This design comes from an exercise in tuning for small area, a short achievable clock period and few clock cycles per item on the open sky130 flow, not from production work.
In this exercise RTL edits were held to simulation tests only and were not proved equivalent to the original.

===== flow/design.v =====
module sin_coeff_lut (
    input  logic [14:0] x,
    output logic [15:0] m3
);
assign m3 = 16'(x >= 15'h657c) + 16'(x >= 15'h6df4) + 16'(x >= 15'h745c)
          + 16'(x >= 15'h799a) + 16'(x >= 15'h7e1c);
endmodule
module sin_controller (
    input  logic       clk,
    input  logic       rst_n,
    input  logic       start,
    output logic [4:1] st,
    output logic       done
);
always_ff @(posedge clk or negedge rst_n) begin
    if (!rst_n) begin
        st <= 4'b0000;
    end else begin
        st <= {st[3:1], done & start};
    end
end
assign done = ~|st;
endmodule
module sin_datapath (
    input  logic [14:0] ma,
    input  logic [7:0]  b_one,
    input  logic [7:0]  b_two,
    input  logic [6:0]  b_neg,
    input  logic [15:0] acc,
    output logic [15:0] p,
    input  logic [14:0] a,
    output logic [12:0] t1
);
wire pp1 = ((b_one[0] & ma[0])) ^ b_neg[0];
wire pp2 = ((b_one[0] & ma[1]) | (b_two[0] & ma[0])) ^ b_neg[0];
wire pp3 = ((b_one[0] & ma[2]) | (b_two[0] & ma[1])) ^ b_neg[0];
wire pp4 = ((b_one[0] & ma[3]) | (b_two[0] & ma[2])) ^ b_neg[0];
wire pp5 = ((b_one[0] & ma[4]) | (b_two[0] & ma[3])) ^ b_neg[0];
wire pp6 = ((b_one[0] & ma[5]) | (b_two[0] & ma[4])) ^ b_neg[0];
wire pp7 = ((b_one[0] & ma[6]) | (b_two[0] & ma[5])) ^ b_neg[0];
wire pp8 = ((b_one[0] & ma[7]) | (b_two[0] & ma[6])) ^ b_neg[0];
wire pp9 = ((b_one[0] & ma[8]) | (b_two[0] & ma[7])) ^ b_neg[0];
wire pp10 = ((b_one[0] & ma[9]) | (b_two[0] & ma[8])) ^ b_neg[0];
wire pp11 = ((b_one[0] & ma[10]) | (b_two[0] & ma[9])) ^ b_neg[0];
wire pp12 = ((b_one[0] & ma[11]) | (b_two[0] & ma[10])) ^ b_neg[0];
wire pp13 = ((b_one[0] & ma[12]) | (b_two[0] & ma[11])) ^ b_neg[0];
wire pp14 = ((b_one[0] & ma[13]) | (b_two[0] & ma[12])) ^ b_neg[0];
wire pp15 = ((b_one[0] & ma[14]) | (b_two[0] & ma[13])) ^ b_neg[0];
wire pp16 = ((b_two[0] & ma[14])) ^ b_neg[0];
wire pp17 = ((b_one[1] & ma[0])) ^ b_neg[1];
wire pp18 = ((b_one[1] & ma[1]) | (b_two[1] & ma[0])) ^ b_neg[1];
wire pp19 = ((b_one[1] & ma[2]) | (b_two[1] & ma[1])) ^ b_neg[1];
wire pp20 = ((b_one[1] & ma[3]) | (b_two[1] & ma[2])) ^ b_neg[1];
wire pp21 = ((b_one[1] & ma[4]) | (b_two[1] & ma[3])) ^ b_neg[1];
wire pp22 = ((b_one[1] & ma[5]) | (b_two[1] & ma[4])) ^ b_neg[1];
wire pp23 = ((b_one[1] & ma[6]) | (b_two[1] & ma[5])) ^ b_neg[1];
wire pp24 = ((b_one[1] & ma[7]) | (b_two[1] & ma[6])) ^ b_neg[1];
wire pp25 = ((b_one[1] & ma[8]) | (b_two[1] & ma[7])) ^ b_neg[1];
wire pp26 = ((b_one[1] & ma[9]) | (b_two[1] & ma[8])) ^ b_neg[1];
wire pp27 = ((b_one[1] & ma[10]) | (b_two[1] & ma[9])) ^ b_neg[1];
wire pp28 = ((b_one[1] & ma[11]) | (b_two[1] & ma[10])) ^ b_neg[1];
wire pp29 = ((b_one[1] & ma[12]) | (b_two[1] & ma[11])) ^ b_neg[1];
wire pp30 = ((b_one[1] & ma[13]) | (b_two[1] & ma[12])) ^ b_neg[1];
wire pp31 = ((b_one[1] & ma[14]) | (b_two[1] & ma[13])) ^ b_neg[1];
wire pp32 = ((b_two[1] & ma[14])) ^ b_neg[1];
wire pp33 = ((b_one[2] & ma[0])) ^ b_neg[2];
wire pp34 = ((b_one[2] & ma[1]) | (b_two[2] & ma[0])) ^ b_neg[2];
wire pp35 = ((b_one[2] & ma[2]) | (b_two[2] & ma[1])) ^ b_neg[2];
wire pp36 = ((b_one[2] & ma[3]) | (b_two[2] & ma[2])) ^ b_neg[2];
wire pp37 = ((b_one[2] & ma[4]) | (b_two[2] & ma[3])) ^ b_neg[2];
wire pp38 = ((b_one[2] & ma[5]) | (b_two[2] & ma[4])) ^ b_neg[2];
wire pp39 = ((b_one[2] & ma[6]) | (b_two[2] & ma[5])) ^ b_neg[2];
wire pp40 = ((b_one[2] & ma[7]) | (b_two[2] & ma[6])) ^ b_neg[2];
wire pp41 = ((b_one[2] & ma[8]) | (b_two[2] & ma[7])) ^ b_neg[2];
wire pp42 = ((b_one[2] & ma[9]) | (b_two[2] & ma[8])) ^ b_neg[2];
wire pp43 = ((b_one[2] & ma[10]) | (b_two[2] & ma[9])) ^ b_neg[2];
wire pp44 = ((b_one[2] & ma[11]) | (b_two[2] & ma[10])) ^ b_neg[2];
wire pp45 = ((b_one[2] & ma[12]) | (b_two[2] & ma[11])) ^ b_neg[2];
wire pp46 = ((b_one[2] & ma[13]) | (b_two[2] & ma[12])) ^ b_neg[2];
wire pp47 = ((b_one[2] & ma[14]) | (b_two[2] & ma[13])) ^ b_neg[2];
wire pp48 = ((b_two[2] & ma[14])) ^ b_neg[2];
wire pp49 = ((b_one[3] & ma[0])) ^ b_neg[3];
wire pp50 = ((b_one[3] & ma[1]) | (b_two[3] & ma[0])) ^ b_neg[3];
wire pp51 = ((b_one[3] & ma[2]) | (b_two[3] & ma[1])) ^ b_neg[3];
wire pp52 = ((b_one[3] & ma[3]) | (b_two[3] & ma[2])) ^ b_neg[3];
wire pp53 = ((b_one[3] & ma[4]) | (b_two[3] & ma[3])) ^ b_neg[3];
wire pp54 = ((b_one[3] & ma[5]) | (b_two[3] & ma[4])) ^ b_neg[3];
wire pp55 = ((b_one[3] & ma[6]) | (b_two[3] & ma[5])) ^ b_neg[3];
wire pp56 = ((b_one[3] & ma[7]) | (b_two[3] & ma[6])) ^ b_neg[3];
wire pp57 = ((b_one[3] & ma[8]) | (b_two[3] & ma[7])) ^ b_neg[3];
wire pp58 = ((b_one[3] & ma[9]) | (b_two[3] & ma[8])) ^ b_neg[3];
wire pp59 = ((b_one[3] & ma[10]) | (b_two[3] & ma[9])) ^ b_neg[3];
wire pp60 = ((b_one[3] & ma[11]) | (b_two[3] & ma[10])) ^ b_neg[3];
wire pp61 = ((b_one[3] & ma[12]) | (b_two[3] & ma[11])) ^ b_neg[3];
wire pp62 = ((b_one[3] & ma[13]) | (b_two[3] & ma[12])) ^ b_neg[3];
wire pp63 = ((b_one[3] & ma[14]) | (b_two[3] & ma[13])) ^ b_neg[3];
wire pp64 = ((b_two[3] & ma[14])) ^ b_neg[3];
wire pp65 = ((b_one[4] & ma[0])) ^ b_neg[4];
wire pp66 = ((b_one[4] & ma[1]) | (b_two[4] & ma[0])) ^ b_neg[4];
wire pp67 = ((b_one[4] & ma[2]) | (b_two[4] & ma[1])) ^ b_neg[4];
wire pp68 = ((b_one[4] & ma[3]) | (b_two[4] & ma[2])) ^ b_neg[4];
wire pp69 = ((b_one[4] & ma[4]) | (b_two[4] & ma[3])) ^ b_neg[4];
wire pp70 = ((b_one[4] & ma[5]) | (b_two[4] & ma[4])) ^ b_neg[4];
wire pp71 = ((b_one[4] & ma[6]) | (b_two[4] & ma[5])) ^ b_neg[4];
wire pp72 = ((b_one[4] & ma[7]) | (b_two[4] & ma[6])) ^ b_neg[4];
wire pp73 = ((b_one[4] & ma[8]) | (b_two[4] & ma[7])) ^ b_neg[4];
wire pp74 = ((b_one[4] & ma[9]) | (b_two[4] & ma[8])) ^ b_neg[4];
wire pp75 = ((b_one[4] & ma[10]) | (b_two[4] & ma[9])) ^ b_neg[4];
wire pp76 = ((b_one[4] & ma[11]) | (b_two[4] & ma[10])) ^ b_neg[4];
wire pp77 = ((b_one[4] & ma[12]) | (b_two[4] & ma[11])) ^ b_neg[4];
wire pp78 = ((b_one[4] & ma[13]) | (b_two[4] & ma[12])) ^ b_neg[4];
wire pp79 = ((b_one[4] & ma[14]) | (b_two[4] & ma[13])) ^ b_neg[4];
wire pp80 = ((b_two[4] & ma[14])) ^ b_neg[4];
wire pp81 = ((b_one[5] & ma[0])) ^ b_neg[5];
wire pp82 = ((b_one[5] & ma[1]) | (b_two[5] & ma[0])) ^ b_neg[5];
wire pp83 = ((b_one[5] & ma[2]) | (b_two[5] & ma[1])) ^ b_neg[5];
wire pp84 = ((b_one[5] & ma[3]) | (b_two[5] & ma[2])) ^ b_neg[5];
wire pp85 = ((b_one[5] & ma[4]) | (b_two[5] & ma[3])) ^ b_neg[5];
wire pp86 = ((b_one[5] & ma[5]) | (b_two[5] & ma[4])) ^ b_neg[5];
wire pp87 = ((b_one[5] & ma[6]) | (b_two[5] & ma[5])) ^ b_neg[5];
wire pp88 = ((b_one[5] & ma[7]) | (b_two[5] & ma[6])) ^ b_neg[5];
wire pp89 = ((b_one[5] & ma[8]) | (b_two[5] & ma[7])) ^ b_neg[5];
wire pp90 = ((b_one[5] & ma[9]) | (b_two[5] & ma[8])) ^ b_neg[5];
wire pp91 = ((b_one[5] & ma[10]) | (b_two[5] & ma[9])) ^ b_neg[5];
wire pp92 = ((b_one[5] & ma[11]) | (b_two[5] & ma[10])) ^ b_neg[5];
wire pp93 = ((b_one[5] & ma[12]) | (b_two[5] & ma[11])) ^ b_neg[5];
wire pp94 = ((b_one[5] & ma[13]) | (b_two[5] & ma[12])) ^ b_neg[5];
wire pp95 = ((b_one[5] & ma[14]) | (b_two[5] & ma[13])) ^ b_neg[5];
wire pp96 = ((b_two[5] & ma[14])) ^ b_neg[5];
wire pp97 = ((b_one[6] & ma[0])) ^ b_neg[6];
wire pp98 = ((b_one[6] & ma[1]) | (b_two[6] & ma[0])) ^ b_neg[6];
wire pp99 = ((b_one[6] & ma[2]) | (b_two[6] & ma[1])) ^ b_neg[6];
wire pp100 = ((b_one[6] & ma[3]) | (b_two[6] & ma[2])) ^ b_neg[6];
wire pp101 = ((b_one[6] & ma[4]) | (b_two[6] & ma[3])) ^ b_neg[6];
wire pp102 = ((b_one[6] & ma[5]) | (b_two[6] & ma[4])) ^ b_neg[6];
wire pp103 = ((b_one[6] & ma[6]) | (b_two[6] & ma[5])) ^ b_neg[6];
wire pp104 = ((b_one[6] & ma[7]) | (b_two[6] & ma[6])) ^ b_neg[6];
wire pp105 = ((b_one[6] & ma[8]) | (b_two[6] & ma[7])) ^ b_neg[6];
wire pp106 = ((b_one[6] & ma[9]) | (b_two[6] & ma[8])) ^ b_neg[6];
wire pp107 = ((b_one[6] & ma[10]) | (b_two[6] & ma[9])) ^ b_neg[6];
wire pp108 = ((b_one[6] & ma[11]) | (b_two[6] & ma[10])) ^ b_neg[6];
wire pp109 = ((b_one[6] & ma[12]) | (b_two[6] & ma[11])) ^ b_neg[6];
wire pp110 = ((b_one[6] & ma[13]) | (b_two[6] & ma[12])) ^ b_neg[6];
wire pp111 = ((b_one[6] & ma[14]) | (b_two[6] & ma[13])) ^ b_neg[6];
wire pp112 = ((b_two[6] & ma[14])) ^ b_neg[6];
wire pp113 = (b_one[7] & ma[0]);
wire pp114 = (b_one[7] & ma[1]) | (b_two[7] & ma[0]);
wire pp115 = (b_one[7] & ma[2]) | (b_two[7] & ma[1]);
wire pp116 = (b_one[7] & ma[3]) | (b_two[7] & ma[2]);
wire pp117 = (b_one[7] & ma[4]) | (b_two[7] & ma[3]);
wire pp118 = (b_one[7] & ma[5]) | (b_two[7] & ma[4]);
wire pp119 = (b_one[7] & ma[6]) | (b_two[7] & ma[5]);
wire pp120 = (b_one[7] & ma[7]) | (b_two[7] & ma[6]);
wire pp121 = (b_one[7] & ma[8]) | (b_two[7] & ma[7]);
wire pp122 = (b_one[7] & ma[9]) | (b_two[7] & ma[8]);
wire pp123 = (b_one[7] & ma[10]) | (b_two[7] & ma[9]);
wire pp124 = (b_one[7] & ma[11]) | (b_two[7] & ma[10]);
wire pp125 = (b_one[7] & ma[12]) | (b_two[7] & ma[11]);
wire pp126 = (b_one[7] & ma[13]) | (b_two[7] & ma[12]);
wire pp127 = (b_one[7] & ma[14]) | (b_two[7] & ma[13]);
wire pp128 = (b_two[7] & ma[14]);
wire s129 = pp11 ^ pp25;
wire c130 = pp11 & pp25;
wire s131 = pp12 ^ pp26;
wire c132 = pp12 & pp26;
wire x133 = pp13 ^ pp27;
wire s134 = x133 ^ pp41;
wire c135 = (pp13 & pp27) | (x133 & pp41);
wire s136 = pp55 ^ pp69;
wire c137 = pp55 & pp69;
wire x138 = pp14 ^ pp28;
wire s139 = x138 ^ pp42;
wire c140 = (pp14 & pp28) | (x138 & pp42);
wire s141 = pp56 ^ pp70;
wire c142 = pp56 & pp70;
wire x143 = pp15 ^ pp29;
wire s144 = x143 ^ pp43;
wire c145 = (pp15 & pp29) | (x143 & pp43);
wire x146 = pp57 ^ pp71;
wire s147 = x146 ^ pp85;
wire c148 = (pp57 & pp71) | (x146 & pp85);
wire x149 = pp16 ^ pp30;
wire s150 = x149 ^ pp44;
wire c151 = (pp16 & pp30) | (x149 & pp44);
wire x152 = pp58 ^ pp72;
wire s153 = x152 ^ pp86;
wire c154 = (pp58 & pp72) | (x152 & pp86);
wire s155 = pp100 ^ pp114;
wire c156 = pp100 & pp114;
wire x157 = b_neg[0] ^ pp31;
wire s158 = x157 ^ pp45;
wire c159 = (b_neg[0] & pp31) | (x157 & pp45);
wire x160 = pp59 ^ pp73;
wire s161 = x160 ^ pp87;
wire c162 = (pp59 & pp73) | (x160 & pp87);
wire x163 = pp101 ^ pp115;
wire s164 = x163 ^ acc[1];
wire c165 = (pp101 & pp115) | (x163 & acc[1]);
wire x166 = b_neg[0] ^ pp32;
wire s167 = x166 ^ pp46;
wire c168 = (b_neg[0] & pp32) | (x166 & pp46);
wire x169 = pp60 ^ pp74;
wire s170 = x169 ^ pp88;
wire c171 = (pp60 & pp74) | (x169 & pp88);
wire x172 = pp102 ^ pp116;
wire s173 = x172 ^ acc[2];
wire c174 = (pp102 & pp116) | (x172 & acc[2]);
wire x175 = ~b_neg[0] ^ ~b_neg[1];
wire s176 = x175 ^ pp47;
wire c177 = (~b_neg[0] & ~b_neg[1]) | (x175 & pp47);
wire x178 = pp61 ^ pp75;
wire s179 = x178 ^ pp89;
wire c180 = (pp61 & pp75) | (x178 & pp89);
wire x181 = pp103 ^ pp117;
wire s182 = x181 ^ acc[3];
wire c183 = (pp103 & pp117) | (x181 & acc[3]);
wire x184 = pp48 ^ pp62;
wire s185 = x184 ^ pp76;
wire c186 = (pp48 & pp62) | (x184 & pp76);
wire x187 = pp90 ^ pp104;
wire s188 = x187 ^ pp118;
wire c189 = (pp90 & pp104) | (x187 & pp118);
wire s190 = acc[4] ^ 1'b1;
wire c191 = acc[4] & 1'b1;
wire x192 = ~b_neg[2] ^ pp63;
wire s193 = x192 ^ pp77;
wire c194 = (~b_neg[2] & pp63) | (x192 & pp77);
wire x195 = pp91 ^ pp105;
wire s196 = x195 ^ pp119;
wire c197 = (pp91 & pp105) | (x195 & pp119);
wire x198 = pp64 ^ pp78;
wire s199 = x198 ^ pp92;
wire c200 = (pp64 & pp78) | (x198 & pp92);
wire s201 = pp106 ^ pp120;
wire c202 = pp106 & pp120;
wire x203 = ~b_neg[3] ^ pp79;
wire s204 = x203 ^ pp93;
wire c205 = (~b_neg[3] & pp79) | (x203 & pp93);
wire s206 = pp80 ^ pp94;
wire c207 = pp80 & pp94;
wire s208 = pp7 ^ pp21;
wire c209 = pp7 & pp21;
wire s210 = pp8 ^ pp22;
wire c211 = pp8 & pp22;
wire x212 = pp9 ^ pp23;
wire s213 = x212 ^ pp37;
wire c214 = (pp9 & pp23) | (x212 & pp37);
wire s215 = pp51 ^ pp65;
wire c216 = pp51 & pp65;
wire x217 = pp10 ^ pp24;
wire s218 = x217 ^ pp38;
wire c219 = (pp10 & pp24) | (x217 & pp38);
wire s220 = pp52 ^ pp66;
wire c221 = pp52 & pp66;
wire x222 = s129 ^ pp39;
wire s223 = x222 ^ pp53;
wire c224 = (s129 & pp39) | (x222 & pp53);
wire x225 = pp67 ^ pp81;
wire s226 = x225 ^ b_neg[5];
wire c227 = (pp67 & pp81) | (x225 & b_neg[5]);
wire x228 = s131 ^ pp40;
wire s229 = x228 ^ pp54;
wire c230 = (s131 & pp40) | (x228 & pp54);
wire x231 = pp68 ^ pp82;
wire s232 = x231 ^ c130;
wire c233 = (pp68 & pp82) | (x231 & c130);
wire x234 = s134 ^ s136;
wire s235 = x234 ^ pp83;
wire c236 = (s134 & s136) | (x234 & pp83);
wire x237 = pp97 ^ b_neg[6];
wire s238 = x237 ^ c132;
wire c239 = (pp97 & b_neg[6]) | (x237 & c132);
wire x240 = s139 ^ s141;
wire s241 = x240 ^ pp84;
wire c242 = (s139 & s141) | (x240 & pp84);
wire x243 = pp98 ^ c135;
wire s244 = x243 ^ c137;
wire c245 = (pp98 & c135) | (x243 & c137);
wire x246 = s144 ^ s147;
wire s247 = x246 ^ pp99;
wire c248 = (s144 & s147) | (x246 & pp99);
wire x249 = pp113 ^ c140;
wire s250 = x249 ^ c142;
wire c251 = (pp113 & c140) | (x249 & c142);
wire x252 = s150 ^ s153;
wire s253 = x252 ^ s155;
wire c254 = (s150 & s153) | (x252 & s155);
wire x255 = acc[0] ^ c145;
wire s256 = x255 ^ c148;
wire c257 = (acc[0] & c145) | (x255 & c148);
wire x258 = s158 ^ s161;
wire s259 = x258 ^ s164;
wire c260 = (s158 & s161) | (x258 & s164);
wire x261 = c151 ^ c154;
wire s262 = x261 ^ c156;
wire c263 = (c151 & c154) | (x261 & c156);
wire x264 = s167 ^ s170;
wire s265 = x264 ^ s173;
wire c266 = (s167 & s170) | (x264 & s173);
wire x267 = c159 ^ c162;
wire s268 = x267 ^ c165;
wire c269 = (c159 & c162) | (x267 & c165);
wire x270 = s176 ^ s179;
wire s271 = x270 ^ s182;
wire c272 = (s176 & s179) | (x270 & s182);
wire x273 = c168 ^ c171;
wire s274 = x273 ^ c174;
wire c275 = (c168 & c171) | (x273 & c174);
wire x276 = s185 ^ s188;
wire s277 = x276 ^ s190;
wire c278 = (s185 & s188) | (x276 & s190);
wire x279 = c177 ^ c180;
wire s280 = x279 ^ c183;
wire c281 = (c177 & c180) | (x279 & c183);
wire x282 = s193 ^ s196;
wire s283 = x282 ^ acc[5];
wire c284 = (s193 & s196) | (x282 & acc[5]);
wire x285 = c186 ^ c189;
wire s286 = x285 ^ c191;
wire c287 = (c186 & c189) | (x285 & c191);
wire x288 = s199 ^ s201;
wire s289 = x288 ^ acc[6];
wire c290 = (s199 & s201) | (x288 & acc[6]);
wire x291 = 1'b1 ^ c194;
wire s292 = x291 ^ c197;
wire c293 = (1'b1 & c194) | (x291 & c197);
wire x294 = s204 ^ pp107;
wire s295 = x294 ^ pp121;
wire c296 = (s204 & pp107) | (x294 & pp121);
wire x297 = acc[7] ^ c200;
wire s298 = x297 ^ c202;
wire c299 = (acc[7] & c200) | (x297 & c202);
wire x300 = s206 ^ pp108;
wire s301 = x300 ^ pp122;
wire c302 = (s206 & pp108) | (x300 & pp122);
wire x303 = acc[8] ^ 1'b1;
wire s304 = x303 ^ c205;
wire c305 = (acc[8] & 1'b1) | (x303 & c205);
wire x306 = ~b_neg[4] ^ pp95;
wire s307 = x306 ^ pp109;
wire c308 = (~b_neg[4] & pp95) | (x306 & pp109);
wire x309 = pp123 ^ acc[9];
wire s310 = x309 ^ c207;
wire c311 = (pp123 & acc[9]) | (x309 & c207);
wire x312 = pp96 ^ pp110;
wire s313 = x312 ^ pp124;
wire c314 = (pp96 & pp110) | (x312 & pp124);
wire s315 = acc[10] ^ 1'b1;
wire c316 = acc[10] & 1'b1;
wire x317 = ~b_neg[5] ^ pp111;
wire s318 = x317 ^ pp125;
wire c319 = (~b_neg[5] & pp111) | (x317 & pp125);
wire s320 = pp112 ^ pp126;
wire c321 = pp112 & pp126;
wire s322 = pp5 ^ pp19;
wire c323 = pp5 & pp19;
wire s324 = pp6 ^ pp20;
wire c325 = pp6 & pp20;
wire x326 = s208 ^ pp35;
wire s327 = x326 ^ pp49;
wire c328 = (s208 & pp35) | (x326 & pp49);
wire x329 = s210 ^ pp36;
wire s330 = x329 ^ pp50;
wire c331 = (s210 & pp36) | (x329 & pp50);
wire x332 = s213 ^ s215;
wire s333 = x332 ^ b_neg[4];
wire c334 = (s213 & s215) | (x332 & b_neg[4]);
wire x335 = s218 ^ s220;
wire s336 = x335 ^ c214;
wire c337 = (s218 & s220) | (x335 & c214);
wire x338 = s223 ^ s226;
wire s339 = x338 ^ c219;
wire c340 = (s223 & s226) | (x338 & c219);
wire x341 = s229 ^ s232;
wire s342 = x341 ^ c224;
wire c343 = (s229 & s232) | (x341 & c224);
wire x344 = s235 ^ s238;
wire s345 = x344 ^ c230;
wire c346 = (s235 & s238) | (x344 & c230);
wire x347 = s241 ^ s244;
wire s348 = x347 ^ c236;
wire c349 = (s241 & s244) | (x347 & c236);
wire x350 = s247 ^ s250;
wire s351 = x350 ^ c242;
wire c352 = (s247 & s250) | (x350 & c242);
wire x353 = s253 ^ s256;
wire s354 = x353 ^ c248;
wire c355 = (s253 & s256) | (x353 & c248);
wire x356 = s259 ^ s262;
wire s357 = x356 ^ c254;
wire c358 = (s259 & s262) | (x356 & c254);
wire x359 = s265 ^ s268;
wire s360 = x359 ^ c260;
wire c361 = (s265 & s268) | (x359 & c260);
wire x362 = s271 ^ s274;
wire s363 = x362 ^ c266;
wire c364 = (s271 & s274) | (x362 & c266);
wire x365 = s277 ^ s280;
wire s366 = x365 ^ c272;
wire c367 = (s277 & s280) | (x365 & c272);
wire x368 = s283 ^ s286;
wire s369 = x368 ^ c278;
wire c370 = (s283 & s286) | (x368 & c278);
wire x371 = s289 ^ s292;
wire s372 = x371 ^ c284;
wire c373 = (s289 & s292) | (x371 & c284);
wire x374 = s295 ^ s298;
wire s375 = x374 ^ c290;
wire c376 = (s295 & s298) | (x374 & c290);
wire x377 = s301 ^ s304;
wire s378 = x377 ^ c296;
wire c379 = (s301 & s304) | (x377 & c296);
wire x380 = s307 ^ s310;
wire s381 = x380 ^ c302;
wire c382 = (s307 & s310) | (x380 & c302);
wire x383 = s313 ^ s315;
wire s384 = x383 ^ c308;
wire c385 = (s313 & s315) | (x383 & c308);
wire x386 = s318 ^ acc[11];
wire s387 = x386 ^ c314;
wire c388 = (s318 & acc[11]) | (x386 & c314);
wire x389 = s320 ^ acc[12];
wire s390 = x389 ^ 1'b1;
wire c391 = (s320 & acc[12]) | (x389 & 1'b1);
wire x392 = ~b_neg[6] ^ pp127;
wire s393 = x392 ^ acc[13];
wire c394 = (~b_neg[6] & pp127) | (x392 & acc[13]);
wire s395 = pp128 ^ acc[14];
wire c396 = pp128 & acc[14];
wire s397 = pp3 ^ pp17;
wire c398 = pp3 & pp17;
wire s399 = pp4 ^ pp18;
wire c400 = pp4 & pp18;
wire x401 = s322 ^ pp33;
wire s402 = x401 ^ b_neg[2];
wire c403 = (s322 & pp33) | (x401 & b_neg[2]);
wire x404 = s324 ^ pp34;
wire s405 = x404 ^ c323;
wire c406 = (s324 & pp34) | (x404 & c323);
wire x407 = s327 ^ b_neg[3];
wire s408 = x407 ^ c325;
wire c409 = (s327 & b_neg[3]) | (x407 & c325);
wire x410 = s330 ^ c209;
wire s411 = x410 ^ c328;
wire c412 = (s330 & c209) | (x410 & c328);
wire x413 = s333 ^ c211;
wire s414 = x413 ^ c331;
wire c415 = (s333 & c211) | (x413 & c331);
wire x416 = s336 ^ c216;
wire s417 = x416 ^ c334;
wire c418 = (s336 & c216) | (x416 & c334);
wire x419 = s339 ^ c221;
wire s420 = x419 ^ c337;
wire c421 = (s339 & c221) | (x419 & c337);
wire x422 = s342 ^ c227;
wire s423 = x422 ^ c340;
wire c424 = (s342 & c227) | (x422 & c340);
wire x425 = s345 ^ c233;
wire s426 = x425 ^ c343;
wire c427 = (s345 & c233) | (x425 & c343);
wire x428 = s348 ^ c239;
wire s429 = x428 ^ c346;
wire c430 = (s348 & c239) | (x428 & c346);
wire x431 = s351 ^ c245;
wire s432 = x431 ^ c349;
wire c433 = (s351 & c245) | (x431 & c349);
wire x434 = s354 ^ c251;
wire s435 = x434 ^ c352;
wire c436 = (s354 & c251) | (x434 & c352);
wire x437 = s357 ^ c257;
wire s438 = x437 ^ c355;
wire c439 = (s357 & c257) | (x437 & c355);
wire x440 = s360 ^ c263;
wire s441 = x440 ^ c358;
wire c442 = (s360 & c263) | (x440 & c358);
wire x443 = s363 ^ c269;
wire s444 = x443 ^ c361;
wire c445 = (s363 & c269) | (x443 & c361);
wire x446 = s366 ^ c275;
wire s447 = x446 ^ c364;
wire c448 = (s366 & c275) | (x446 & c364);
wire x449 = s369 ^ c281;
wire s450 = x449 ^ c367;
wire c451 = (s369 & c281) | (x449 & c367);
wire x452 = s372 ^ c287;
wire s453 = x452 ^ c370;
wire c454 = (s372 & c287) | (x452 & c370);
wire x455 = s375 ^ c293;
wire s456 = x455 ^ c373;
wire c457 = (s375 & c293) | (x455 & c373);
wire x458 = s378 ^ c299;
wire s459 = x458 ^ c376;
wire c460 = (s378 & c299) | (x458 & c376);
wire x461 = s381 ^ c305;
wire s462 = x461 ^ c379;
wire c463 = (s381 & c305) | (x461 & c379);
wire x464 = s384 ^ c311;
wire s465 = x464 ^ c382;
wire c466 = (s384 & c311) | (x464 & c382);
wire x467 = s387 ^ c316;
wire s468 = x467 ^ c385;
wire c469 = (s387 & c316) | (x467 & c385);
wire x470 = s390 ^ c319;
wire s471 = x470 ^ c388;
wire c472 = (s390 & c319) | (x470 & c388);
wire x473 = s393 ^ c321;
wire s474 = x473 ^ c391;
wire c475 = (s393 & c321) | (x473 & c391);
wire x476 = s395 ^ 1'b1;
wire s477 = x476 ^ c394;
wire c478 = (s395 & 1'b1) | (x476 & c394);
wire x479 = acc[15] ^ 1'b1;
wire s480 = x479 ^ c396;
wire c481 = (acc[15] & 1'b1) | (x479 & c396);
wire [30:0] pa = {s480, s477, s474, s471, s468, s465, s462, s459, s456, s453, s450, s447, s444, s441, s438, s435, s432, s429, s426, s423, s420, s417, s414, s411, s408, s405, s402, s399, s397, pp2, pp1};
wire [30:0] pb = {c478, c475, c472, c469, c466, c463, c460, c457, c454, c451, c448, c445, c442, c439, c436, c433, c430, c427, c424, c421, c418, c415, c412, c409, c406, c403, c400, c398, b_neg[1], 1'b0, b_neg[0]};
wire [30:0] ps = pa + pb;
assign p = ps[30:15];
wire s100001 = a[12] ^ a[10];
wire c100002 = a[12] & a[10];
wire x100003 = a[13] ^ a[11];
wire s100004 = x100003 ^ a[9];
wire c100005 = (a[13] & a[11]) | (x100003 & a[9]);
wire x100006 = a[14] ^ a[12];
wire s100007 = x100006 ^ a[10];
wire c100008 = (a[14] & a[12]) | (x100006 & a[10]);
wire s100009 = a[13] ^ a[11];
wire c100010 = a[13] & a[11];
wire s100011 = a[14] ^ a[12];
wire c100012 = a[14] & a[12];
wire s100013 = a[8] ^ a[6];
wire c100014 = a[8] & a[6];
wire x100015 = a[9] ^ a[7];
wire s100016 = x100015 ^ a[5];
wire c100017 = (a[9] & a[7]) | (x100015 & a[5]);
wire x100018 = a[10] ^ a[8];
wire s100019 = x100018 ^ a[6];
wire c100020 = (a[10] & a[8]) | (x100018 & a[6]);
wire s100021 = a[4] ^ a[2];
wire c100022 = a[4] & a[2];
wire x100023 = a[11] ^ a[9];
wire s100024 = x100023 ^ a[7];
wire c100025 = (a[11] & a[9]) | (x100023 & a[7]);
wire x100026 = a[5] ^ a[3];
wire s100027 = x100026 ^ a[1];
wire c100028 = (a[5] & a[3]) | (x100026 & a[1]);
wire x100029 = s100001 ^ a[8];
wire s100030 = x100029 ^ a[6];
wire c100031 = (s100001 & a[8]) | (x100029 & a[6]);
wire x100032 = a[4] ^ a[2];
wire s100033 = x100032 ^ a[0];
wire c100034 = (a[4] & a[2]) | (x100032 & a[0]);
wire x100035 = s100004 ^ a[7];
wire s100036 = x100035 ^ a[5];
wire c100037 = (s100004 & a[7]) | (x100035 & a[5]);
wire x100038 = a[3] ^ a[1];
wire s100039 = x100038 ^ c100002;
wire c100040 = (a[3] & a[1]) | (x100038 & c100002);
wire x100041 = s100007 ^ a[8];
wire s100042 = x100041 ^ a[6];
wire c100043 = (s100007 & a[8]) | (x100041 & a[6]);
wire x100044 = a[4] ^ a[2];
wire s100045 = x100044 ^ c100005;
wire c100046 = (a[4] & a[2]) | (x100044 & c100005);
wire x100047 = s100009 ^ a[9];
wire s100048 = x100047 ^ a[7];
wire c100049 = (s100009 & a[9]) | (x100047 & a[7]);
wire x100050 = a[5] ^ a[3];
wire s100051 = x100050 ^ c100008;
wire c100052 = (a[5] & a[3]) | (x100050 & c100008);
wire x100053 = s100011 ^ a[10];
wire s100054 = x100053 ^ a[8];
wire c100055 = (s100011 & a[10]) | (x100053 & a[8]);
wire x100056 = a[6] ^ a[4];
wire s100057 = x100056 ^ c100010;
wire c100058 = (a[6] & a[4]) | (x100056 & c100010);
wire x100059 = a[13] ^ a[11];
wire s100060 = x100059 ^ a[9];
wire c100061 = (a[13] & a[11]) | (x100059 & a[9]);
wire x100062 = a[7] ^ a[5];
wire s100063 = x100062 ^ c100012;
wire c100064 = (a[7] & a[5]) | (x100062 & c100012);
wire x100065 = a[14] ^ a[12];
wire s100066 = x100065 ^ a[10];
wire c100067 = (a[14] & a[12]) | (x100065 & a[10]);
wire s100068 = a[8] ^ a[6];
wire c100069 = a[8] & a[6];
wire x100070 = a[13] ^ a[11];
wire s100071 = x100070 ^ a[9];
wire c100072 = (a[13] & a[11]) | (x100070 & a[9]);
wire s100073 = a[14] ^ a[12];
wire c100074 = a[14] & a[12];
wire s100075 = a[6] ^ a[4];
wire c100076 = a[6] & a[4];
wire x100077 = a[7] ^ a[5];
wire s100078 = x100077 ^ a[3];
wire c100079 = (a[7] & a[5]) | (x100077 & a[3]);
wire x100080 = s100013 ^ a[4];
wire s100081 = x100080 ^ a[2];
wire c100082 = (s100013 & a[4]) | (x100080 & a[2]);
wire x100083 = s100016 ^ a[3];
wire s100084 = x100083 ^ a[1];
wire c100085 = (s100016 & a[3]) | (x100083 & a[1]);
wire x100086 = s100019 ^ s100021;
wire s100087 = x100086 ^ a[0];
wire c100088 = (s100019 & s100021) | (x100086 & a[0]);
wire x100089 = s100024 ^ s100027;
wire s100090 = x100089 ^ c100020;
wire c100091 = (s100024 & s100027) | (x100089 & c100020);
wire x100092 = s100030 ^ s100033;
wire s100093 = x100092 ^ c100025;
wire c100094 = (s100030 & s100033) | (x100092 & c100025);
wire x100095 = s100036 ^ s100039;
wire s100096 = x100095 ^ c100031;
wire c100097 = (s100036 & s100039) | (x100095 & c100031);
wire x100098 = s100042 ^ s100045;
wire s100099 = x100098 ^ c100037;
wire c100100 = (s100042 & s100045) | (x100098 & c100037);
wire x100101 = s100048 ^ s100051;
wire s100102 = x100101 ^ c100043;
wire c100103 = (s100048 & s100051) | (x100101 & c100043);
wire x100104 = s100054 ^ s100057;
wire s100105 = x100104 ^ c100049;
wire c100106 = (s100054 & s100057) | (x100104 & c100049);
wire x100107 = s100060 ^ s100063;
wire s100108 = x100107 ^ c100055;
wire c100109 = (s100060 & s100063) | (x100107 & c100055);
wire x100110 = s100066 ^ s100068;
wire s100111 = x100110 ^ c100061;
wire c100112 = (s100066 & s100068) | (x100110 & c100061);
wire x100113 = s100071 ^ a[7];
wire s100114 = x100113 ^ c100067;
wire c100115 = (s100071 & a[7]) | (x100113 & c100067);
wire x100116 = s100073 ^ a[10];
wire s100117 = x100116 ^ a[8];
wire c100118 = (s100073 & a[10]) | (x100116 & a[8]);
wire x100119 = a[13] ^ a[11];
wire s100120 = x100119 ^ a[9];
wire c100121 = (a[13] & a[11]) | (x100119 & a[9]);
wire s100122 = a[14] ^ a[12];
wire c100123 = a[14] & a[12];
wire s100124 = a[4] ^ a[2];
wire c100125 = a[4] & a[2];
wire x100126 = a[5] ^ a[3];
wire s100127 = x100126 ^ a[1];
wire c100128 = (a[5] & a[3]) | (x100126 & a[1]);
wire x100129 = s100075 ^ a[2];
wire s100130 = x100129 ^ a[0];
wire c100131 = (s100075 & a[2]) | (x100129 & a[0]);
wire x100132 = s100078 ^ a[1];
wire s100133 = x100132 ^ c100076;
wire c100134 = (s100078 & a[1]) | (x100132 & c100076);
wire x100135 = s100081 ^ a[0];
wire s100136 = x100135 ^ c100079;
wire c100137 = (s100081 & a[0]) | (x100135 & c100079);
wire x100138 = s100084 ^ c100014;
wire s100139 = x100138 ^ c100082;
wire c100140 = (s100084 & c100014) | (x100138 & c100082);
wire x100141 = s100087 ^ c100017;
wire s100142 = x100141 ^ c100085;
wire c100143 = (s100087 & c100017) | (x100141 & c100085);
wire x100144 = s100090 ^ c100022;
wire s100145 = x100144 ^ c100088;
wire c100146 = (s100090 & c100022) | (x100144 & c100088);
wire x100147 = s100093 ^ c100028;
wire s100148 = x100147 ^ c100091;
wire c100149 = (s100093 & c100028) | (x100147 & c100091);
wire x100150 = s100096 ^ c100034;
wire s100151 = x100150 ^ c100094;
wire c100152 = (s100096 & c100034) | (x100150 & c100094);
wire x100153 = s100099 ^ c100040;
wire s100154 = x100153 ^ c100097;
wire c100155 = (s100099 & c100040) | (x100153 & c100097);
wire x100156 = s100102 ^ c100046;
wire s100157 = x100156 ^ c100100;
wire c100158 = (s100102 & c100046) | (x100156 & c100100);
wire x100159 = s100105 ^ c100052;
wire s100160 = x100159 ^ c100103;
wire c100161 = (s100105 & c100052) | (x100159 & c100103);
wire x100162 = s100108 ^ c100058;
wire s100163 = x100162 ^ c100106;
wire c100164 = (s100108 & c100058) | (x100162 & c100106);
wire x100165 = s100111 ^ c100064;
wire s100166 = x100165 ^ c100109;
wire c100167 = (s100111 & c100064) | (x100165 & c100109);
wire x100168 = s100114 ^ c100069;
wire s100169 = x100168 ^ c100112;
wire c100170 = (s100114 & c100069) | (x100168 & c100112);
wire x100171 = s100117 ^ c100072;
wire s100172 = x100171 ^ c100115;
wire c100173 = (s100117 & c100072) | (x100171 & c100115);
wire x100174 = s100120 ^ c100074;
wire s100175 = x100174 ^ c100118;
wire c100176 = (s100120 & c100074) | (x100174 & c100118);
wire x100177 = s100122 ^ a[10];
wire s100178 = x100177 ^ c100121;
wire c100179 = (s100122 & a[10]) | (x100177 & c100121);
wire x100180 = a[13] ^ a[11];
wire s100181 = x100180 ^ c100123;
wire c100182 = (a[13] & a[11]) | (x100180 & c100123);
wire s100183 = a[14] ^ a[12];
wire c100184 = a[14] & a[12];
wire [27:0] t1w_a = {1'b0, a[14], a[13], s100183, s100181, s100178, s100175, s100172, s100169, s100166, s100163, s100160, s100157, s100154, s100151, s100148, s100145, s100142, s100139, s100136, s100133, s100130, s100127, s100124, a[3], a[2], a[1], a[0]};
wire [27:0] t1w_b = {1'b0, 1'b0, c100184, c100182, c100179, c100176, c100173, c100170, c100167, c100164, c100161, c100158, c100155, c100152, c100149, c100146, c100143, c100140, c100137, c100134, c100131, c100128, c100125, a[0], a[1], a[0], 1'b0, 1'b0};
wire [27:0] t1w_s = t1w_a + t1w_b;
wire [12:0] t1w = t1w_s[27:15];
assign t1 = t1w;
endmodule
module sin (
    input  logic        clk,
    input  logic        rst_n,
    input  logic [15:0] x,
    input  logic        start,
    output logic [15:0] result,
    output logic        done
);
logic [4:1]  st;
logic [14:0] ra, rx, bnext;
logic [7:0]  b_one, b_two, n_one, n_two;
logic [6:0]  b_neg, n_neg;
logic [12:0] t1;
logic [15:0] acc, p, m3;
logic [2:0]  m3r;
sin_controller controller (.clk(clk), .rst_n(rst_n), .start(start), .st(st), .done(done));
sin_coeff_lut lut (.x(x[14:0]), .m3(m3));
assign acc = st[4] ? result : 16'h0000;
sin_datapath datapath (.ma(ra), .b_one(b_one), .b_two(b_two), .b_neg(b_neg), .acc(acc), .p(p),
                       .a(ra), .t1(t1));
always_comb begin
    if (st[1])      bnext = {2'b00, t1};
    else if (st[2]) bnext = 15'h0666;
    else if (done)  bnext = x[14:0];
    else            bnext = rx;
end
sin_booth_enc enc (.b(bnext), .one(n_one), .two(n_two), .neg(n_neg));
always_ff @(posedge clk) begin
    if (done) begin
        if (start) begin
            ra     <= x[14:0];
            result <= {1'b0, x[14:0]};
            m3r    <= m3[2:0];
        end
    end
    if ((done & start) | st[1] | st[2] | st[3]) begin
        b_one <= n_one;
        b_two <= n_two;
        b_neg <= n_neg;
    end
    if (st[1]) begin
        ra <= p[14:0];
        rx <= p[14:0];
    end
    if (st[2]) ra <= p[14:0];
    if (st[3]) begin
        ra     <= p[14:0];
        result <= result - {1'b0, ra} - {13'b0, m3r};
    end
    if (st[4]) result <= p;
end
endmodule
module sin_booth_enc (
    input  logic [14:0] b,
    output logic [7:0]  one,
    output logic [7:0]  two,
    output logic [6:0]  neg
);
logic [16:0] e;
assign e = {1'b0, b, 1'b0};
always_comb begin
    for (int i = 0; i < 8; i++) begin
        one[i] = e[2*i+1] ^ e[2*i];
        two[i] = (e[2*i+2] & ~e[2*i+1] & ~e[2*i]) | (~e[2*i+2] & e[2*i+1] & e[2*i]);
    end
    for (int i = 0; i < 7; i++) neg[i] = e[2*i+2];
end
endmodule

===== flow/run.sh =====
#!/bin/bash
# synth_recipe.tcl (not shown) runs the flow's synth.tcl, then flattens the netlist and writes it again
# the make line also repeats each setting of config.mk as NAME=value (left out here)
make -C /OpenROAD-flow-scripts/flow DESIGN_CONFIG=/design/flow/config.mk WORK_HOME=/design/flow/orfs CLKGATE_MAP_FILE= SYNTH_SCRIPT=/design/flow/synth_recipe.tcl finish

===== flow/config.mk =====
export PLATFORM = sky130hd
export DESIGN_NAME = sin
export DESIGN_NICKNAME = sin
export VERILOG_FILES = /design/flow/design.v
export SDC_FILE = /design/flow/constraint.sdc
export NUM_CORES = 4
export LEC_CHECK = 0
export CAP_MARGIN = 20
export CORE_MARGIN = 2
export CORE_UTILIZATION = 40
export SETUP_SLACK_MARGIN = 3.5
export SLEW_MARGIN = 20

===== flow/constraint.sdc =====
create_clock -name core_clock -period 9.5 [get_ports {clk}]
set_input_delay 1.9000 -clock core_clock [delete_from_list [all_inputs] [get_ports {clk}]]
set_output_delay 1.9000 -clock core_clock [all_outputs]
set_load 0.01 [all_outputs]

==> results.txt, run 1 <==
- The flow ran to the end and the layout has no timing, DRC or antenna violations.
- The tree is rooted in a sky130_fd_sc_hd__clkbuf_16.
- The most numerous cell type found on the critical path is sky130_fd_sc_hd__fa_1.
- Together, buffers and inverters on the worst path number 2.
- The average wire per standard cell is 20.2 um.
- The tool flagged a number of max-cap violations equal to 0.
- The fraction of registers with async set/reset is 5.26%.
- The net total in the final layout is 1648.
- The H-tree depth is 3.
- The clock passes through at most 2 buffers.
- Between clock sinks in the finished design, the worst skew comes to 0.0103 ns.
- The number of different library cells used by synthesis comes to 66.
- In the synthesized netlist, the number of instances is 1319.
- The via count of the first global-routing pass is 10157.
- The starting density of the core is 40.6%.
- Summing all multi-input logic gate instances after layout gives 0.00899 mm2.
- Walking the worst path, the cells encountered are buf_4, a22oi_1, xor2_1, fa_1, fa_1, fa_1, fa_1, inv_1, ha_1, o21a_1, o21bai_2, o21bai_2, o311ai_4, a31oi_4, a31oi_4, a21oi_1, nor2b_1, o31ai_2, a21oi_1.
- The clock latency on the worst-skew pair is 0.34 ns.
- The number of synthesis warnings is 3.
- The final sum of negative setup slack is 0 ns.
- Across every metal layer, demand over resource in global routing totals 22.4%.
- CTS saw 76 sinks.
- Setup repair after global routing could not meet its margin everywhere.
- In the routed design, unresolved DRC markers number 0.
- The post-synthesis net count is 1598.
- Using the TritonRoute via totals, the vias-per-cell ratio works out to 5.55.
- The final hold violation count is 0.
- Summed over all nets, the half-perimeter wirelength after detailed placement is 25.6 mm.
- Setup violations remaining at the end of the flow were counted as 0.
- The overall via count from detail_route is 9834.
- The TritonCTS clock tree is yes.
- The detailed router finished its first iteration with 808 violations.
- In this run the worst path has a maximum fanout of 17.
- The floorplan row count is 64.
- STA classifies the critical path startpoint as a register.
- Of the available clock period, the critical path in the final layout requires 61.0%.
- The worst slew margin relative to its limit is 28.8%.
- The library cells used most frequently in the layout, excluding fill and tap cells, are 244 x sky130_fd_sc_hd__inv_1, 150 x sky130_fd_sc_hd__fa_1, 110 x sky130_fd_sc_hd__ha_1, 106 x sky130_fd_sc_hd__a22oi_1, 81 x sky130_fd_sc_hd__xnor2_1.
- The post-synthesis register bit count is 76.
- Among all flip-flop cells after synthesis, the most frequent one is sky130_fd_sc_hd__edfxtp_1.
- After filler insertion, the fill cell instance count of the layout stands at 2986.
- The initial antenna violation count is 0.
- By startpoint and endpoint, the worst setup path is classified as register to register.
- STA classifies the critical path endpoint as a register.
- The shortest period the worst path allows is 5.79 ns.
- For this run the aggregate overflow at the end of global routing stands at 0.
- The pin count of the biggest net entering global routing is 43.
- The floorplan step defined a core boundary enclosing 0.0306 mm2.
- Grouping stages by cell kind, the critical path spends the most delay in adder cells.
- For this block, the routed nets add up to 35.7 mm of wire.
- In this run, synthesis inferred 72 flip-flops with an integrated enable.
- The portion of the post-synthesis area used by sequential elements is 18.2%.
- The required time at the endpoint of the critical path is 9.58 ns.
- The clock slew at the register clock pins of the worst setup and hold paths is 0.06 ns.
- Compared with the post-synthesis result, the final layout area differs by 12.1%.
- The mapped netlist covers 0.0124 mm2.
- In this run, CTS created clock tree buffers numbering 9.
- The max-slew violation total from the final report was 0.
- Once detail routing completed, the nets flagged for antenna violations numbered 0.
- The share of layout cells above drive strength 1 is 9.53%.
- Measured on the finished design, the core utilization comes to 45.6%.
- The master of the slowest instance on the critical path is sky130_fd_sc_hd__fa_1.
- Leaving out fill and tap cells, the most frequent cell in the layout is sky130_fd_sc_hd__inv_1.
- The slew at the pin closest to its max-slew limit is 1.07 ns.
- The path class of the lowest-slack min-delay path is register to register.
- The number of I/O pins is 36.
- The number of port buffers is 34.
- The die extent in x is 180 um.
- For this run, the detailed router's first-pass iteration total came to 6.
- The mean post-synth cell area is 9.43 um2.
- Derived from the worst setup path, the maximum achievable clock frequency is 173 MHz.
- The number of hold buffers added after CTS was 0.
- The die is 180 um tall.
- The register area is 0.00226 mm2.
- The routability congestion estimate from global placement is 0.839.
- The total die area is 0.0325 mm2.
- The wire length of the first global-routing pass is 57.3 mm.
- At the worst endpoint, the arrival time is 5.87 ns.
- For this run, the slowest stage of the critical path takes 0.55 ns.
- The tightest hold path in the finished design has a slack of 0.429 ns.
## area by class of cell
class	instances	area share [%]
Multi-Input combinational cell	922	64.5
Sequential cell	76	16.2
Timing Repair Buffer	113	7.13
Inverter	247	6.68
Tap cell	396	3.55
Clock buffer	10	1.64
Clock inverter	6	0.287
Antenna cell	1	0.0179
## worst reg2reg max path, cell delays in order (launching register included)
cell and delay, ns:
sky130_fd_sc_hd__edfxtp_1 0.41, sky130_fd_sc_hd__buf_4 0.25, sky130_fd_sc_hd__a22oi_1 0.24, sky130_fd_sc_hd__xor2_1 0.25, sky130_fd_sc_hd__fa_1 0.46, sky130_fd_sc_hd__fa_1 0.54
sky130_fd_sc_hd__fa_1 0.53, sky130_fd_sc_hd__fa_1 0.55, sky130_fd_sc_hd__inv_1 0.04, sky130_fd_sc_hd__ha_1 0.32, sky130_fd_sc_hd__o21a_1 0.20, sky130_fd_sc_hd__o21bai_2 0.16
sky130_fd_sc_hd__o21bai_2 0.16, sky130_fd_sc_hd__o311ai_4 0.20, sky130_fd_sc_hd__a31oi_4 0.24, sky130_fd_sc_hd__a31oi_4 0.16, sky130_fd_sc_hd__a21oi_1 0.28, sky130_fd_sc_hd__nor2b_1 0.09
sky130_fd_sc_hd__o31ai_2 0.33, sky130_fd_sc_hd__a21oi_1 0.12
## repair_timing
action / in CTS / in global routing
setup buffers: 16 / 38
endpoints found under the setup margin: 17 / 32
pin swaps: 0 / 3
resized for setup: 2 / 12
## Yosys cell counts (9+ instances only)
library cell               instances  area, um2
sky130_fd_sc_hd__nor3_1           14       70.1
sky130_fd_sc_hd__nor2b_1           9       56.3
sky130_fd_sc_hd__clkbuf_1         63        236
sky130_fd_sc_hd__a21oi_1          49        245
sky130_fd_sc_hd__a22oi_1         106        796
sky130_fd_sc_hd__mux2_2           15        169
sky130_fd_sc_hd__fa_1            150       3000
sky130_fd_sc_hd__o21ai_0          40        200
sky130_fd_sc_hd__edfxtp_1         72       2160
sky130_fd_sc_hd__inv_1           245        920
sky130_fd_sc_hd__ha_1            110       1380
sky130_fd_sc_hd__a21o_1           16        120
sky130_fd_sc_hd__nor2_1           47        176
sky130_fd_sc_hd__nand3_1          15       75.1
sky130_fd_sc_hd__xor2_1           70        613
sky130_fd_sc_hd__nand2_1          66        248
sky130_fd_sc_hd__xnor2_1          83        727
sky130_fd_sc_hd__mux2i_1          15        150
## sequential cells by signal, summed over array words and instances, names as in the netlist
register / cells
result: 16
ra: 15
rx: 15
b_one: 8
b_two: 8
b_neg: 7
controller.st: 4
m3r: 3
## kinds of logic (layout without fill, tap and decap cells)
kind of cell | Yosys count | after routing | synth area share [%]
AO/OA/AOI/OAI | 290 | 290 | 16.4
XOR/XNOR | 153 | 153 | 10.8
adder cells (fa/ha/maj) | 260 | 260 | 35.2
buffers and inverters | 321 | 376 | 9.83
flip-flops | 76 | 76 | 18.2
multiplexers | 30 | 30 | 2.57
other | 0 | 1 | 0
AND/OR/NAND/NOR | 189 | 189 | 7.06
## stage by stage
step           instance area [um2]  setup WS, ns  instances
2_1_floorplan                12400          3.75       1319
3_3_place_gp                 13200          3.20       1700
3_5_place_dp                 13200          3.14       1700
4_1_cts                      13600          3.53       1732
5_1_grt                      13900          3.46       1770
6_report                     13900          3.71       1771
## final timing paths
check | from | to | slack (ns) | cells past startpoint
max in group asynchronous | rst_n | controller.st[1] | 7.59 | 1
hold / removal | controller.st[2] | controller.st[3] | 0.43 | 0
min in group asynchronous | rst_n | controller.st[4] | 1.76 | 1
setup reg to reg | ra[12] | result[12] | 3.71 | 19
hold reg to reg | controller.st[2] | controller.st[3] | 0.43 | 0
setup / recovery | ra[12] | result[12] | 3.71 | 19
## routing by layer
layer  routed length, um  part of all wire [%]  track usage, %  vias up
li1                    -                     -               -     4503
met1               15400                    43            31.2     4846
met2               16500                    46            36.5      419
met3                2870                   8.0            2.87       66
met4                1050                   2.9            6.84        0
met5                   0                     0               0        -
Testbench counts, summed over its fixed seeds: cycles 1,920, items 384.
==> run 2: changes to the inputs <==
--- a/flow/config.mk
+++ b/flow/config.mk
@@ -10,3 +10,3 @@
 export CORE_UTILIZATION = 40
-export SETUP_SLACK_MARGIN = 3.5
+export SETUP_SLACK_MARGIN = 4.5
 export SLEW_MARGIN = 20
==> run 2 against run 1 <==
Effect of this change: still clean on timing, DRC and antenna; die area did not move; design area rose by 10%; register-to-register slack improved by 0.25 ns; first-iteration DRC count fell by 16%; highest routed layer unchanged.
==> results.txt, run 2 <==
- The via count of the first global-routing pass was 10299.
- The number of DRC markers in iteration 0 is 682.
- The worst hold path begins at controller.st[2].
- By count the netlist is led by 245 x sky130_fd_sc_hd__inv_1, 150 x sky130_fd_sc_hd__fa_1, 110 x sky130_fd_sc_hd__ha_1, 106 x sky130_fd_sc_hd__a22oi_1, 83 x sky130_fd_sc_hd__xnor2_1.
- The floorplan step set the die width to 180 um.
- The commonest non-fill, non-tap cell in the layout is sky130_fd_sc_hd__inv_1.
- The library cells used most frequently in the layout, excluding fill and tap cells, are 238 x sky130_fd_sc_hd__inv_1, 145 x sky130_fd_sc_hd__fa_1, 101 x sky130_fd_sc_hd__ha_1, 98 x sky130_fd_sc_hd__buf_4, 83 x sky130_fd_sc_hd__a22oi_1.
- For this run, design rule violations remaining after detail routing come to 0.
- The required time at the endpoint of the critical path is 9.59 ns.
- The floorplan row count is 64.
- The number of synthesis warnings is 3.
- For this block, the routed nets add up to 36.9 mm of wire.
- Between clock sinks in the finished design, the worst skew comes to 0.00544 ns.
- Setup slack on the critical path of the routed design comes to 3.96 ns.
- The fraction of registers with async set/reset is 5.26%.
- The average wire per standard cell is 20.2 um.
- The run finished with no timing, DRC or antenna violations.
- Once the floorplan was initialized, standard cells occupied 40.6% of the core.
- The cell area after synthesis is 0.0124 mm2.
- result holds more flip-flops than any other register.
- The half-perimeter wire length after detailed placement is 25.0 mm.
- STA classifies the critical path startpoint as a register.
- The mean post-synth cell area is 9.43 um2.
- The wire length of the first global-routing pass is 57.9 mm.
- The setup slack after placement is 3.44 ns.
- The biggest area consumer among synthesized cells is sky130_fd_sc_hd__fa_1.
- Data arrives at the worst endpoint at 5.63 ns.
- The number of max-cap violations is 0.
- The non-filler instance count after layout is 1829.
- The endpoint of the worst-slack reg-to-reg timing path is ra[7].
- The nature of the critical path endpoint is a register.
- The diode insertion count for antenna repair is 0.
- The height of the die is 180 um.
- Setup repair after global routing could not meet its margin everywhere.
- The cell with the most instances after synthesis is sky130_fd_sc_hd__inv_1.
- The synthesized netlist cell count is 1319.
- The max-slew violation total from the final report is 0.
- The overall via count from detail_route is 10093.
- The clock net in this run drives a total of 76 sinks.
- Measured against its own limit, the worst slew margin works out to 30.8%.
- The path with the worst hold slack has its endpoint at controller.st[3].
- The post-route netlist has 20.7% of its cells at a drive strength greater than 1.
- The number of flip-flops under the largest register name is 16.
- The portion of the post-synthesis area used by sequential elements is 18.2%.
- The net total in the final layout is 1707.
- The min-delay analysis places its worst path in the category register to register.
- The average vias per placed instance is 5.52.
- The longest clock path from root to sink contains 2 buffers.
- The number of I/O pins is 36.
- Once placement finished, the instance area stood at 0.0134 mm2.
- The post-synthesis register bit count is 76.
- At the end of routability-driven placement, the weighted congestion stood at 0.855.
- In this run, CTS created clock tree buffers numbering 9.
- The final instance area is 0.0154 mm2.
- The critical path is of the register to register type.
- Global routing used 22.9% of the available tracks.
- Based on the critical path, the design can be clocked at up to 181 MHz.
- In the post-synthesis netlist, the biggest area contributors are sky130_fd_sc_hd__fa_1 24%, sky130_fd_sc_hd__edfxtp_1 17%, sky130_fd_sc_hd__ha_1 11%.
- The floorplan step defined a die boundary enclosing 0.0325 mm2.
- The tightest hold path in the finished design has a slack of 0.430 ns.
- Of the post-synthesis cell area, the dominant cell type holds 24.1%.
- The count of flip-flops with a built-in enable after synthesis is 72.
- The post-synthesis net count is 1598.
- The initial antenna violation count was 0.
- The core box area is 0.0306 mm2.
- The final hold violation count came to 0.
- Measured in cells, the most critical reg-to-reg path has a length of 23.
- The final sum of negative setup slack is 0 ns.
- Setup violations remaining at the end of the flow were counted as 0.
- The worst path needs 5.54 ns of the cycle, external delays included.
- The startpoint identified for the worst register-to-register timing path is controller.st[4].
- The total overflow reported by the global router is 0.
- The post-route fraction of the period consumed by the critical path is 58.3%.
- The post-synthesis to final-layout area growth is 23.9%.
- The maximum fanout encountered on the critical timing path is 42.
- For flop-to-flop paths, the worst setup slack is 3.96 ns.
- After detailed placement, the design holds a cell count of 1700.
- The netlist uses 66 different library cells.
- The pre-antenna-repair detailed-routing pass consisted of 6 iterations.
- In this run, post-CTS hold repair placed 0 buffers.
- The count of nets left with antenna violations once routing finished came out at 0.
- The most used flip-flop cell after synthesis is sky130_fd_sc_hd__edfxtp_1.
- At the pin with the least slew margin, the transition time is 1.04 ns.
- TritonCTS built the clock tree.
- The tree is rooted in a sky130_fd_sc_hd__clkbuf_16.
- The H-tree was split into 3 levels.
- The number of port buffers is 34.
- In the final layout, the registers with the most flip-flops are result (16), ra (15), rx (15).
- After clock tree synthesis, the clock-pin slew on the worst setup and hold paths is 0.06 ns.
- The number of filler instances in the final layout is 2803.
- For the worst-skew pair, the clock arrives at the later sink with an insertion delay of 0.34 ns.
- The worst hold path passes through 0 cells.
- The pin count of the biggest net entering global routing is 43.
[run 2: cell counts after synthesis]
No cell type changed its count.
[run 2: stage by stage]
step	util, %
global route	50.4
finish	50.4
CTS	49.0
floorplan	-
global placement	43.7
detailed placement	43.7
[run 2: cells by family (layout without fill, tap and decap cells)]
kind of cell / count (synthesis) / count (layout) / share of synthesized area (%)
flops: 76 / 76 / 18.2
fa+ha+maj: 260 / 260 / 35.2
compound gates: 290 / 290 / 16.4
simple gates: 189 / 189 / 7.06
mux: 30 / 30 / 2.57
buf+inv: 321 / 435 / 9.83
xor+xnor: 153 / 153 / 10.8
[run 2: timing repair]
action                     CTS  global route
pin swaps                   31            40
resized for setup           84            61
setup buffers               95            15
cloned                       3             0
setup endpoints to repair   65            65
[run 2: layout make-up]
type | instances | area [um2] | share of cell area (%)
inverter | 247 | 931 | 6.04
tap | 396 | 495 | 3.22
clock buffer | 10 | 229 | 1.49
timing repair buffer | 172 | 1730 | 11.2
multi-input combinational | 922 | 9690 | 62.9
clock inverter | 6 | 63.8 | 0.414
sequential | 76 | 2260 | 14.7
[run 2: worst max-delay path by stage]
stage / startpoint / endpoint / slack (ns) / depth (start not counted)
2_1_floorplan: ra[7] / result[14] / 4.17 / 20
4_1_cts: ra[8] / result[14] / 3.99 / 20
5_1_grt: b_one[6] / result[14] / 3.74 / 19
6_report: controller.st[4] / ra[7] / 3.96 / 23
3_3_place_gp: ra[10] / result[13] / 3.43 / 17
3_5_place_dp: ra[10] / ra[12] / 3.44 / 22
[run 2: critical path, stage by stage (launching register included)]
cell and delay (ns):
sky130_fd_sc_hd__dfrtp_1 0.36, sky130_fd_sc_hd__buf_8 0.27, sky130_fd_sc_hd__clkinvlp_4 0.19, sky130_fd_sc_hd__nor2_1 0.18, sky130_fd_sc_hd__fa_1 0.44, sky130_fd_sc_hd__inv_1 0.10, sky130_fd_sc_hd__fa_1 0.45, sky130_fd_sc_hd__fa_1 0.52
sky130_fd_sc_hd__fa_1 0.57, sky130_fd_sc_hd__inv_1 0.08, sky130_fd_sc_hd__ha_4 0.24, sky130_fd_sc_hd__nand2_2 0.09, sky130_fd_sc_hd__o21bai_4 0.14, sky130_fd_sc_hd__o21bai_4 0.16, sky130_fd_sc_hd__o311ai_4 0.11, sky130_fd_sc_hd__buf_6 0.16
sky130_fd_sc_hd__buf_6 0.11, sky130_fd_sc_hd__buf_6 0.11, sky130_fd_sc_hd__a31o_4 0.23, sky130_fd_sc_hd__a21oi_4 0.17, sky130_fd_sc_hd__nor2b_2 0.06, sky130_fd_sc_hd__nor2_2 0.12, sky130_fd_sc_hd__xnor2_2 0.13, sky130_fd_sc_hd__mux2_4 0.29
[run 2: layer usage]
metal	part of all wire [%]	global-route usage, %
met1	42	30.3
met2	47	38.1
met3	7.1	3.44
met4	4.1	8.48
met5	0	0
==> run 3: changes to the inputs <==
--- a/flow/config.mk
+++ b/flow/config.mk
@@ -10,3 +10,3 @@
 export CORE_UTILIZATION = 40
-export SETUP_SLACK_MARGIN = 4.5
+export SETUP_SLACK_MARGIN = 3.0
 export SLEW_MARGIN = 20
==> run 3 against run 2 <==
Effect of this change: clock skew rose by 0.0055 ns; via count fell by 5.0%; die area did not move; critical path depth fell by 4; setup slack got worse by 0.67 ns; wire length fell by 4.8%; clock-buffer cell count did not move; register-to-register slack got worse by 0.67 ns; hold slack got worse by 0.0014 ns; first-iteration DRC count fell by 3.5%.
==> results.txt, run 3 <==
- The flow ran to the end and the layout has no timing, DRC or antenna violations.
- For this run, asynchronously set or reset flops after synthesis account for 5.26%.
- The via count of the first global-routing pass was 10031.
- Along the worst hold path, the cell count comes to 0.
- The worst setup path is of the register to register kind.
- The nature of the critical path startpoint is a register.
- At the pin with the least slew margin, the transition time is 1.04 ns.
- Clock tree synthesis found a total of 76 sinks.
- 36 I/O pins were placed.
- The register with the most flip-flops in the final layout is result.
- In this run, synthesis produced a sequential element count of 76.
- Of the cells placed in the final design, the portion with a size suffix greater than 1 is 6.01%.
- The detailed router placed 9587 vias in this run.
- Setup repair after global routing left no endpoint under its margin.
- The number of DRC markers in iteration 0 is 658.
- The post-synthesis net count is 1598.
- The number of filler instances in the final layout is 3004.
- In this run the most critical hold path is launched from controller.st[2].
- In this run the critical register-to-register path is launched from ra[12].
- The maximum root-to-sink buffer count is 2.
- The total global-route track usage is 22.2%.
- In the final layout, the multi-input gates occupy 0.00895 mm2.
- Input and output buffers added on the ports amount to 34.
- The mean post-synth cell area is 9.43 um2.
- The final hold violation count is 0.
- The endpoint of the worst-slack reg-to-reg timing path is result[12].
- STA classifies the critical path endpoint as a register.
- The half-perimeter wire length after detailed placement is 25.6 mm.
- In this run the cell area of the synthesized design comes to 0.0124 mm2.
- The worst stage delay on the critical path is 0.55 ns.
- Once placement completed, the tool counted placed cells totaling 1700.
- Once detail routing completed, the nets flagged for antenna violations numbered 0.
- The sequential cells in the finished layout cover a total of 0.00226 mm2.
- The share of the synthesized area in the top cell type is 24.1%.
- The count of different cell masters after synthesis is 66.
- The clock slew at the register clock pins of the worst setup and hold paths is 0.06 ns.
- The largest registers in the layout are result (16), ra (15), rx (15).
- The critical path goes through buf_4, a22oi_1, xor2_1, fa_1, fa_1, fa_1, fa_1, inv_1, ha_1, o21a_1, o21bai_1, o21bai_1, o311ai_4, a31oi_4, a31oi_4, a21oi_1, nor2b_1, o31ai_1, a21oi_1.
- The number of flip-flops under the largest register name is 16.
- The maximum fanout encountered on the critical timing path is 17.
- The non-filler instance count after layout is 1727.
- After detailed routing, the total wire length is 35.2 mm.
- The leading register cell type out of synthesis is sky130_fd_sc_hd__edfxtp_1.
- sky130_fd_sc_hd__inv_1 is the most common cell in the netlist.
- The clock buffer count from CTS is 9.
- For the worst flop-to-flop path, the logic depth is 19.
- The starting density of the core is 40.6%.
- From left edge to right edge, the die measures 180 um.
- The pin count of the biggest net entering global routing is 43.
- After detailed routing, the number of remaining DRC violations is 0.
- On the final layout, the worst clock skew is 0.0109 ns.
- The later pin in the worst-skew pair is clocked with a latency of 0.34 ns.
- The sink of the worst hold path is controller.st[3].
- The worst slew margin relative to its limit is 30.7%.
- The synthesized design contains 72 enable-type register cells.
- The post-placement cell area is 0.0132 mm2.
- The core box area is 0.0306 mm2.
- The total die area is 0.0325 mm2.
- The number of iterations in the first detailed-routing pass is 7.
- At the end of routability-driven placement, the weighted congestion stood at 0.839.
- The initial antenna violation count is 0.
- The synthesized netlist cell count is 1319.
- By count the netlist is led by 245 x sky130_fd_sc_hd__inv_1, 150 x sky130_fd_sc_hd__fa_1, 110 x sky130_fd_sc_hd__ha_1, 106 x sky130_fd_sc_hd__a22oi_1, 83 x sky130_fd_sc_hd__xnor2_1.
- The root buffer selected by CTS is sky130_fd_sc_hd__clkbuf_16.
- Counting stages on the worst path, the most repeated cell is sky130_fd_sc_hd__fa_1.
- The first global-routing pass estimated 56.7 mm of wire.
- TritonCTS built the clock tree.
- The number of max-cap violations is 0.
- The maximum operating frequency is 161 MHz.
==> run 3: cell families after synthesis <==
family / share of synthesized area [%]
and+or+nand+nor: 7.06
xor gates and xnor gates: 10.8
muxes: 2.57
DFF: 18.2
buffers and inverters: 9.83
adders and majority gates: 35.2
AOI/OAI and AO/OA: 16.4
==> run 3: repair_timing <==
item | 4_1_cts | 5_1_grt
buffers inserted | 0 | 11
resized for setup | 0 | 1
hold buffers | 0 | 0
setup endpoints to repair | 0 | 5
==> run 3: worst max-delay path by stage <==
stage          startpoint         end  slack [ns]  depth (start not counted)
2_1_floorplan       ra[7]  result[12]        3.75                         20
3_3_place_gp        ra[8]      ra[12]        3.20                         19
3_5_place_dp       ra[10]  result[12]        3.14                         19
4_1_cts            ra[10]  result[12]        3.14                         19
5_1_grt          b_neg[1]  result[12]        3.03                         17
6_report           ra[12]  result[12]        3.29                         19
==> run 3: critical path: cells and delay by family (launching register included) <==
family / cells / cell delay (ns)
AO/OA/AOI/OAI: 10 / 2.30
XOR/XNOR: 1 / 0.25
adder cells (fa/ha/maj): 5 / 2.40
buffers and inverters: 2 / 0.34
flip-flops: 1 / 0.55
AND/OR/NAND/NOR: 1 / 0.08
==> run 3: layout make-up <==
cell class,count,share of cell area [%]
Clock buffer,10,1.69
Timing Repair Buffer,70,4.61
Inverter,247,6.88
Tap cell,396,3.66
Sequential cell,76,16.7
Multi-Input combinational cell,922,66.1
Clock inverter,6,0.296
==> run 3: layer usage <==
layer	track usage [%]	vias to the layer above	share of wire [%]
met5	0	-	0
li1	-	4415	-
met2	35.9	417	46
met1	30.8	4688	43
met4	6.90	0	3.0
met3	3.13	67	7.6
==> run 3: through the flow <==
step | hold slack, ns | util [%] | setup WS [ns]
6_report | 0.429 | 44.2 | 3.29
5_1_grt | 0.450 | 44.2 | 3.03
4_1_cts | 0.435 | 43.9 | 3.14
3_5_place_dp | 0.426 | 43.0 | 3.14
3_3_place_gp | 0.409 | 43.0 | 3.20
2_1_floorplan | 0.373 | - | 3.75

==> separate check: timing with driven ports <==
The flow's constraints put no driver on any port. The routed layouts listed below were extracted and timed again, unchanged, in two steps. Step 1: set_driving_cell puts a clkbuf_16 on clk and a buf_2 on each other input, an assumption about the parent block. Step 2, shift: input delay + t, output delay - t, t = (earliest + latest rising clock arrival at the registers) / 2. This alone moves slack from input paths to output paths. a / b / c = ideal / step 1 / step 2; a / b = the first two.
run	t (ns)	setup slack, ns	worst setup path after step 2
run 1	0.370	3.710 / 3.710 / 3.710	register to register
run 2	0.377	3.962 / 3.962 / 3.962	register to register
run 3	0.370	3.293 / 3.293 / 3.293	register to register
After both steps every run listed still meets setup and hold.
